What follows belongs to an exercise in optimizing a design on an open flow for small area; a production flow would make more cautious choices. At most, simulation tests tie the RTL to the original design; equivalence was not proved. The clock port is modelled as an ideal driver, which makes a skipped or thinned clock tree look cheaper than it is; a real chip needs a root buffer or a tree. Power and IR drop assume default switching activity.

==> module BinaryToSevSeg, before the edit <==
module BinaryToSevSeg(
	input [3:0] i_code,
	output [6:0] o_sevseg);
	assign o_sevseg[0] = (~i_code[0] & ~i_code[1] & i_code[2]) | (i_code[0] & ~i_code[1] & ~i_code[2]);
	assign o_sevseg[1] = ~((~i_code[0] & ~i_code[1]) | (i_code[0] & i_code[1]) | (~i_code[2] & ~i_code[3]));
	assign o_sevseg[2] = (~i_code[0] & i_code[1] & ~i_code[2]) | (~i_code[1] & i_code[3]);
	assign o_sevseg[3] = (~i_code[0] & ~i_code[1] & i_code[2]) | (i_code[0] & ~i_code[1] & ~i_code[2]) | (i_code[0] & i_code[1] & i_code[2]) | (i_code[3]);
	assign o_sevseg[4] = (i_code[0] & ~i_code[1]) | (i_code[0] & ~i_code[3]) | (~i_code[1] & i_code[2]);
	assign o_sevseg[5] = (i_code[0] & ~i_code[1] & ~i_code[2]) | (i_code[0] & i_code[1] & i_code[2]) | (i_code[1] & ~i_code[2] & ~i_code[3]);
	assign o_sevseg[6] = (i_code[0] & i_code[1] & i_code[2]) | (~i_code[1] & ~i_code[2]);
endmodule
==> module StateMachineGame, before the edit <==
module StateMachineGame(
	input i_clk,
	input i_rst,
	input [4:0] i_sw,
	input [3:0] i_fall,
	input i_tfall,
	input [21:0] i_lfsr,
	output o_count_en,
	output [3:0] o_led,
	output [3:0] o_disp);
	localparam START = 3'd0;
	localparam PATTERN_OFF = 3'd7;
	localparam SHOW_STEP = 3'd3;
	localparam WAIT_PLAYER = 3'd1;
	localparam LOSE = 3'd4;
	localparam WIN = 3'd5;
	localparam [3:0] D_F = 4'd10;
	localparam [3:0] D_A = 4'd11;
	localparam [3:0] D_BLANK = 4'd9;
	reg [2:0] r_state;
	reg [2:0] r_step;
	reg [3:0] r_disp;
	reg r_wr;
	reg r_pdv, r_dv;
	reg [1:0] r_pid, r_id;
	reg [15:0] r_pattern;
	wire [2:0] w_score = r_disp[2:0];
	wire w_start = (~r_state[0] & ~r_state[2]);
	wire w_off = (r_state[1] & r_state[2]);
	wire w_show = (r_state[1] & ~r_state[2]);
	wire w_wait = (r_state[0] & ~r_state[1] & ~r_state[2]);
	wire w_lose = (~r_state[0] & r_state[2]);
	wire w_win = (r_state[0] & ~r_state[1] & r_state[2]);
	localparam [15:0] PPOL = 16'h5494;
	wire [15:0] w_pat = r_pattern ^ PPOL;
	reg [1:0] w_entry;
	always @(*)
		case (r_step)
		3'd0: w_entry = {w_pat[0], w_pat[1]};
		3'd1: w_entry = {w_pat[2], w_pat[3]};
		3'd2: w_entry = {w_pat[4], w_pat[5]};
		3'd3: w_entry = {w_pat[6], w_pat[7]};
		3'd4: w_entry = {w_pat[8], w_pat[9]};
		3'd5: w_entry = {w_pat[10], w_pat[11]};
		3'd6: w_entry = {w_pat[12], w_pat[13]};
		default: w_entry = {w_pat[14], w_pat[15]};
		endcase
	wire w_last = (w_score == r_step);
	wire w_correct = (r_id == w_entry);
	always @(posedge i_clk)
	begin
		if (i_rst)
			r_state <= START;
		else if (i_sw[4])
			r_state <= START;
		else
			case (r_state)
			START: r_state <= PATTERN_OFF;
			PATTERN_OFF: if (i_tfall) r_state <= SHOW_STEP;
			SHOW_STEP: if (i_tfall) r_state <= w_last ? WAIT_PLAYER : PATTERN_OFF;
			WAIT_PLAYER:
				if (r_dv)
				begin
					if (!w_correct)
						r_state <= LOSE;
					else if (w_last)
						r_state <= (w_score == 3'd7) ? WIN : PATTERN_OFF;
				end
			LOSE: r_state <= LOSE;
			WIN: r_state <= WIN;
			default: r_state <= START;
			endcase
		if (i_rst)
			r_wr <= 1'b1;
		else if (i_sw[4])
			r_wr <= 1'b0;
		else
			r_wr <= w_start | w_lose | w_win |
				(w_wait & r_dv & w_correct & w_last & (w_score != 3'd7));
		if (i_rst)
			r_disp <= D_BLANK;
		else if (r_wr)
			r_disp <= w_lose ? D_F : w_win ? D_A : {1'b0, r_step};
		if (i_rst | w_start | (w_off & r_wr))
			r_step <= 3'd0;
		else if (w_show & i_tfall)
			r_step <= w_last ? 3'd0 : r_step + 3'd1;
		else if (w_wait & r_dv & w_correct)
			r_step <= r_step + 3'd1;
		if (w_start)
			r_pattern <= i_lfsr[15:0];
		r_pdv <= |i_fall;
		r_pid <= i_fall[0] ? 2'd0 : i_fall[1] ? 2'd1 : i_fall[2] ? 2'd2 : 2'd3;
		r_dv <= r_pdv;
		r_id <= r_pid;
	end
	assign o_count_en = (r_state[1]);
	assign o_led[0] = (w_show & (w_entry == 2'd0)) | i_sw[0];
	assign o_led[1] = (w_show & (w_entry == 2'd1)) | i_sw[1];
	assign o_led[2] = (w_show & (w_entry == 2'd2)) | i_sw[2];
	assign o_led[3] = (w_show & (w_entry == 2'd3)) | i_sw[3];
	assign o_disp = r_disp;
endmodule
export LEC_CHECK = 0
export CAP_MARGIN = 20
export CORE_MARGIN = 2
export CORE_UTILIZATION = 60
export SLEW_MARGIN = 20
create_clock -name core_clock -period 10.0 [get_ports {i_clk}]
standard.sh (not shown) runs the stock make flow with config.mk's settings and CLKGATE_MAP_FILE= SYNTH_SCRIPT=/design/flow/synth_recipe.tcl, a recipe that flattens the netlist after the stock synthesis.
==> flow/flow/run.sh <==
#!/bin/bash
# Layout flow: the standard ORFS flow (standard.sh) with these changes:
#  - synthesis maps the logic with an area-oriented ABC script and without
#    ORFS's half/full adder extraction (the same Yosys script otherwise, so
#    the registers are the standard ones);
#  - ports are buffered with the smallest buffer;
#  - the clock tree is built by cts_manual.tcl (a few clock buffers, one per
#    group of nearby flip-flops) instead of TritonCTS.
# make's output goes to standard.log and finish.log, the clock tree step's
# to cts_manual.log, each ORFS tool's to ORFS's logs/.
set -e
H=$(pwd)
cp flow/abc_area.script "$H/abc_area.script"
{
  echo "proc abc {args} {"
  echo "  set i [lsearch -exact \$args -script]"
  echo "  if {\$i >= 0} { lset args [expr {\$i + 1}] $H/abc_area.script }"
  echo "  yosys abc {*}\$args"
  echo "}"
  cat synth_recipe.tcl
} > my_synth.tcl
sed "s#SYNTH_SCRIPT=[^ ]*#SYNTH_SCRIPT=$H/my_synth.tcl ADDER_MAP_FILE=#" standard.sh > my_standard.sh
export BUFFER_PORTS_ARGS="-buffer_cell sky130_fd_sc_hd__buf_1"
bash my_standard.sh place > standard.log 2>&1
RESULTS=$H/orfs/results/sky130hd/MemoryGameTopLvl/base PLATFORM_DIR=$FLOW_HOME/platforms/sky130hd \
  NCLUSTER=$(cat flow/ncluster.txt) CLKBUF=$(cat flow/clkbuf.txt) CLKPORT=i_clk \
  openroad -no_init -exit flow/cts_manual.tcl > cts_manual.log 2>&1
bash my_standard.sh finish > finish.log 2>&1
Other scripts of this flow, unchanged in this note and not shown: flow/flow/abc_area.script, flow/flow/clkbuf.txt, flow/flow/cts_manual.tcl, flow/flow/ncluster.txt
Then changed:
--- a/flow/design.v
+++ b/flow/design.v
@@ -66,17 +66,17 @@
 	assign o_fall = r_state & w_det & ~i_bouncy;
 endmodule
 module BinaryToSevSeg(
 	input [3:0] i_code,
 	output [6:0] o_sevseg);
-	assign o_sevseg[0] = (~i_code[0] & ~i_code[1] & i_code[2]) | (i_code[0] & ~i_code[1] & ~i_code[2]);
-	assign o_sevseg[1] = ~((~i_code[0] & ~i_code[1]) | (i_code[0] & i_code[1]) | (~i_code[2] & ~i_code[3]));
-	assign o_sevseg[2] = (~i_code[0] & i_code[1] & ~i_code[2]) | (~i_code[1] & i_code[3]);
-	assign o_sevseg[3] = (~i_code[0] & ~i_code[1] & i_code[2]) | (i_code[0] & ~i_code[1] & ~i_code[2]) | (i_code[0] & i_code[1] & i_code[2]) | (i_code[3]);
-	assign o_sevseg[4] = (i_code[0] & ~i_code[1]) | (i_code[0] & ~i_code[3]) | (~i_code[1] & i_code[2]);
-	assign o_sevseg[5] = (i_code[0] & ~i_code[1] & ~i_code[2]) | (i_code[0] & i_code[1] & i_code[2]) | (i_code[1] & ~i_code[2] & ~i_code[3]);
-	assign o_sevseg[6] = (i_code[0] & i_code[1] & i_code[2]) | (~i_code[1] & ~i_code[2]);
+	assign o_sevseg[0] = ~((i_code[1]) | (~i_code[2] & ~i_code[3]));
+	assign o_sevseg[1] = (~i_code[0] & i_code[1]) | (~i_code[1] & i_code[3]);
+	assign o_sevseg[2] = (~i_code[0] & i_code[3]) | (i_code[0] & i_code[1] & i_code[2]) | (~i_code[1] & i_code[3]);
+	assign o_sevseg[3] = ~((~i_code[0] & ~i_code[1] & ~i_code[2]) | (i_code[1] & ~i_code[3]));
+	assign o_sevseg[4] = (~i_code[0] & i_code[2]) | (i_code[0] & ~i_code[1]) | (i_code[0] & ~i_code[2] & ~i_code[3]);
+	assign o_sevseg[5] = ~((~i_code[0]) | (i_code[1] & i_code[3]));
+	assign o_sevseg[6] = ~((~i_code[0] & i_code[2]) | (i_code[1]));
 endmodule
 module StateMachineGame(
 	input i_clk,
 	input i_rst,
 	input [4:0] i_sw,
@@ -90,10 +90,18 @@
 	localparam PATTERN_OFF = 3'd7;
 	localparam SHOW_STEP = 3'd3;
 	localparam WAIT_PLAYER = 3'd1;
 	localparam LOSE = 3'd4;
 	localparam WIN = 3'd5;
+	localparam [2:0] E0 = 3'd0;
+	localparam [2:0] E1 = 3'd5;
+	localparam [2:0] E2 = 3'd7;
+	localparam [2:0] E3 = 3'd3;
+	localparam [2:0] E4 = 3'd4;
+	localparam [2:0] E5 = 3'd6;
+	localparam [2:0] E6 = 3'd2;
+	localparam [2:0] E7 = 3'd1;
 	localparam [3:0] D_F = 4'd10;
 	localparam [3:0] D_A = 4'd11;
 	localparam [3:0] D_BLANK = 4'd9;
 	reg [2:0] r_state;
 	reg [2:0] r_step;
@@ -112,19 +120,23 @@
 	localparam [15:0] PPOL = 16'h5494;
 	wire [15:0] w_pat = r_pattern ^ PPOL;
 	reg [1:0] w_entry;
 	always @(*)
 		case (r_step)
-		3'd0: w_entry = {w_pat[0], w_pat[1]};
-		3'd1: w_entry = {w_pat[2], w_pat[3]};
-		3'd2: w_entry = {w_pat[4], w_pat[5]};
-		3'd3: w_entry = {w_pat[6], w_pat[7]};
-		3'd4: w_entry = {w_pat[8], w_pat[9]};
-		3'd5: w_entry = {w_pat[10], w_pat[11]};
-		3'd6: w_entry = {w_pat[12], w_pat[13]};
+		E0: w_entry = {w_pat[0], w_pat[1]};
+		E1: w_entry = {w_pat[2], w_pat[3]};
+		E2: w_entry = {w_pat[4], w_pat[5]};
+		E3: w_entry = {w_pat[6], w_pat[7]};
+		E4: w_entry = {w_pat[8], w_pat[9]};
+		E5: w_entry = {w_pat[10], w_pat[11]};
+		E6: w_entry = {w_pat[12], w_pat[13]};
 		default: w_entry = {w_pat[14], w_pat[15]};
 		endcase
+	wire [2:0] w_step_inc;
+	assign w_step_inc[0] = (~r_step[0] & ~r_step[2]) | (r_step[0] & r_step[2]);
+	assign w_step_inc[1] = (r_step[2]);
+	assign w_step_inc[2] = (~r_step[0] & ~r_step[1]) | (r_step[0] & r_step[1] & ~r_step[2]) | (~r_step[1] & r_step[2]);
 	wire w_last = (w_score == r_step);
 	wire w_correct = (r_id == w_entry);
 	always @(posedge i_clk)
 	begin
 		if (i_rst)
@@ -140,11 +152,11 @@
 				if (r_dv)
 				begin
 					if (!w_correct)
 						r_state <= LOSE;
 					else if (w_last)
-						r_state <= (w_score == 3'd7) ? WIN : PATTERN_OFF;
+						r_state <= (w_score == E7) ? WIN : PATTERN_OFF;
 				end
 			LOSE: r_state <= LOSE;
 			WIN: r_state <= WIN;
 			default: r_state <= START;
 			endcase
@@ -152,21 +164,21 @@
 			r_wr <= 1'b1;
 		else if (i_sw[4])
 			r_wr <= 1'b0;
 		else
 			r_wr <= w_start | w_lose | w_win |
-				(w_wait & r_dv & w_correct & w_last & (w_score != 3'd7));
+				(w_wait & r_dv & w_correct & w_last & (w_score != E7));
 		if (i_rst)
 			r_disp <= D_BLANK;
 		else if (r_wr)
 			r_disp <= w_lose ? D_F : w_win ? D_A : {1'b0, r_step};
 		if (i_rst | w_start | (w_off & r_wr))
-			r_step <= 3'd0;
+			r_step <= E0;
 		else if (w_show & i_tfall)
-			r_step <= w_last ? 3'd0 : r_step + 3'd1;
+			r_step <= w_last ? E0 : w_step_inc;
 		else if (w_wait & r_dv & w_correct)
-			r_step <= r_step + 3'd1;
+			r_step <= w_step_inc;
 		if (w_start)
 			r_pattern <= i_lfsr[15:0];
 		r_pdv <= |i_fall;
 		r_pid <= i_fall[0] ? 2'd0 : i_fall[1] ? 2'd1 : i_fall[2] ? 2'd2 : 2'd3;
 		r_dv <= r_pdv;
Result:
- power increases by about 0.4%
- routed wire length drops by 0.39%
- final cell count went down by about 1.1%
- area after synthesis is about the same
- setup slack got worse by 0.15 ns
- design area is about the same
- register-to-register slack gets better by 0.03 ns
- maximum frequency went down by about 3.4%
- sequential share of layout area stays flat
- first-iteration DRC count decreases by about 14%
- synthesized cell count came out lower by about 1.4%
- critical path depth shrinks by 2
- via count drops by about 3%
- utilization stays flat
Function not checked in the second run of this note: the RTL went through the layout flow alone. No run of this note takes its clock network from TritonCTS; it comes from the design's own scripts or RTL.

[afterwards: timing with drivers on the ports]
No port has a modelled driver above. Below, the same layouts with a new extraction and two added sets of constraints. Step 1: set_driving_cell puts a clkbuf_16 on i_clk and a buf_2 on each other input, an assumption about the parent block. Step 2 also shifts input and output timing later by t, the mid clock arrival at the registers, as if the neighbouring blocks saw the same clock. Three values: no drivers, after step 1, after step 2; two values: the first two.
| run | shift t [ns] | setup slack, ns | worst hold slack (ns) | pins driven straight from the clock port |
|---|---|---|---|---|
| the first run | 0.251 | 5.898 / 5.821 / 6.072 | 0.341 / 0.341 / 0.341 | 4 |
| the second run | 0.249 | 5.752 / 5.675 / 5.924 | 0.341 / 0.341 / 0.341 | 4 |
After both steps every run listed still meets setup and hold.
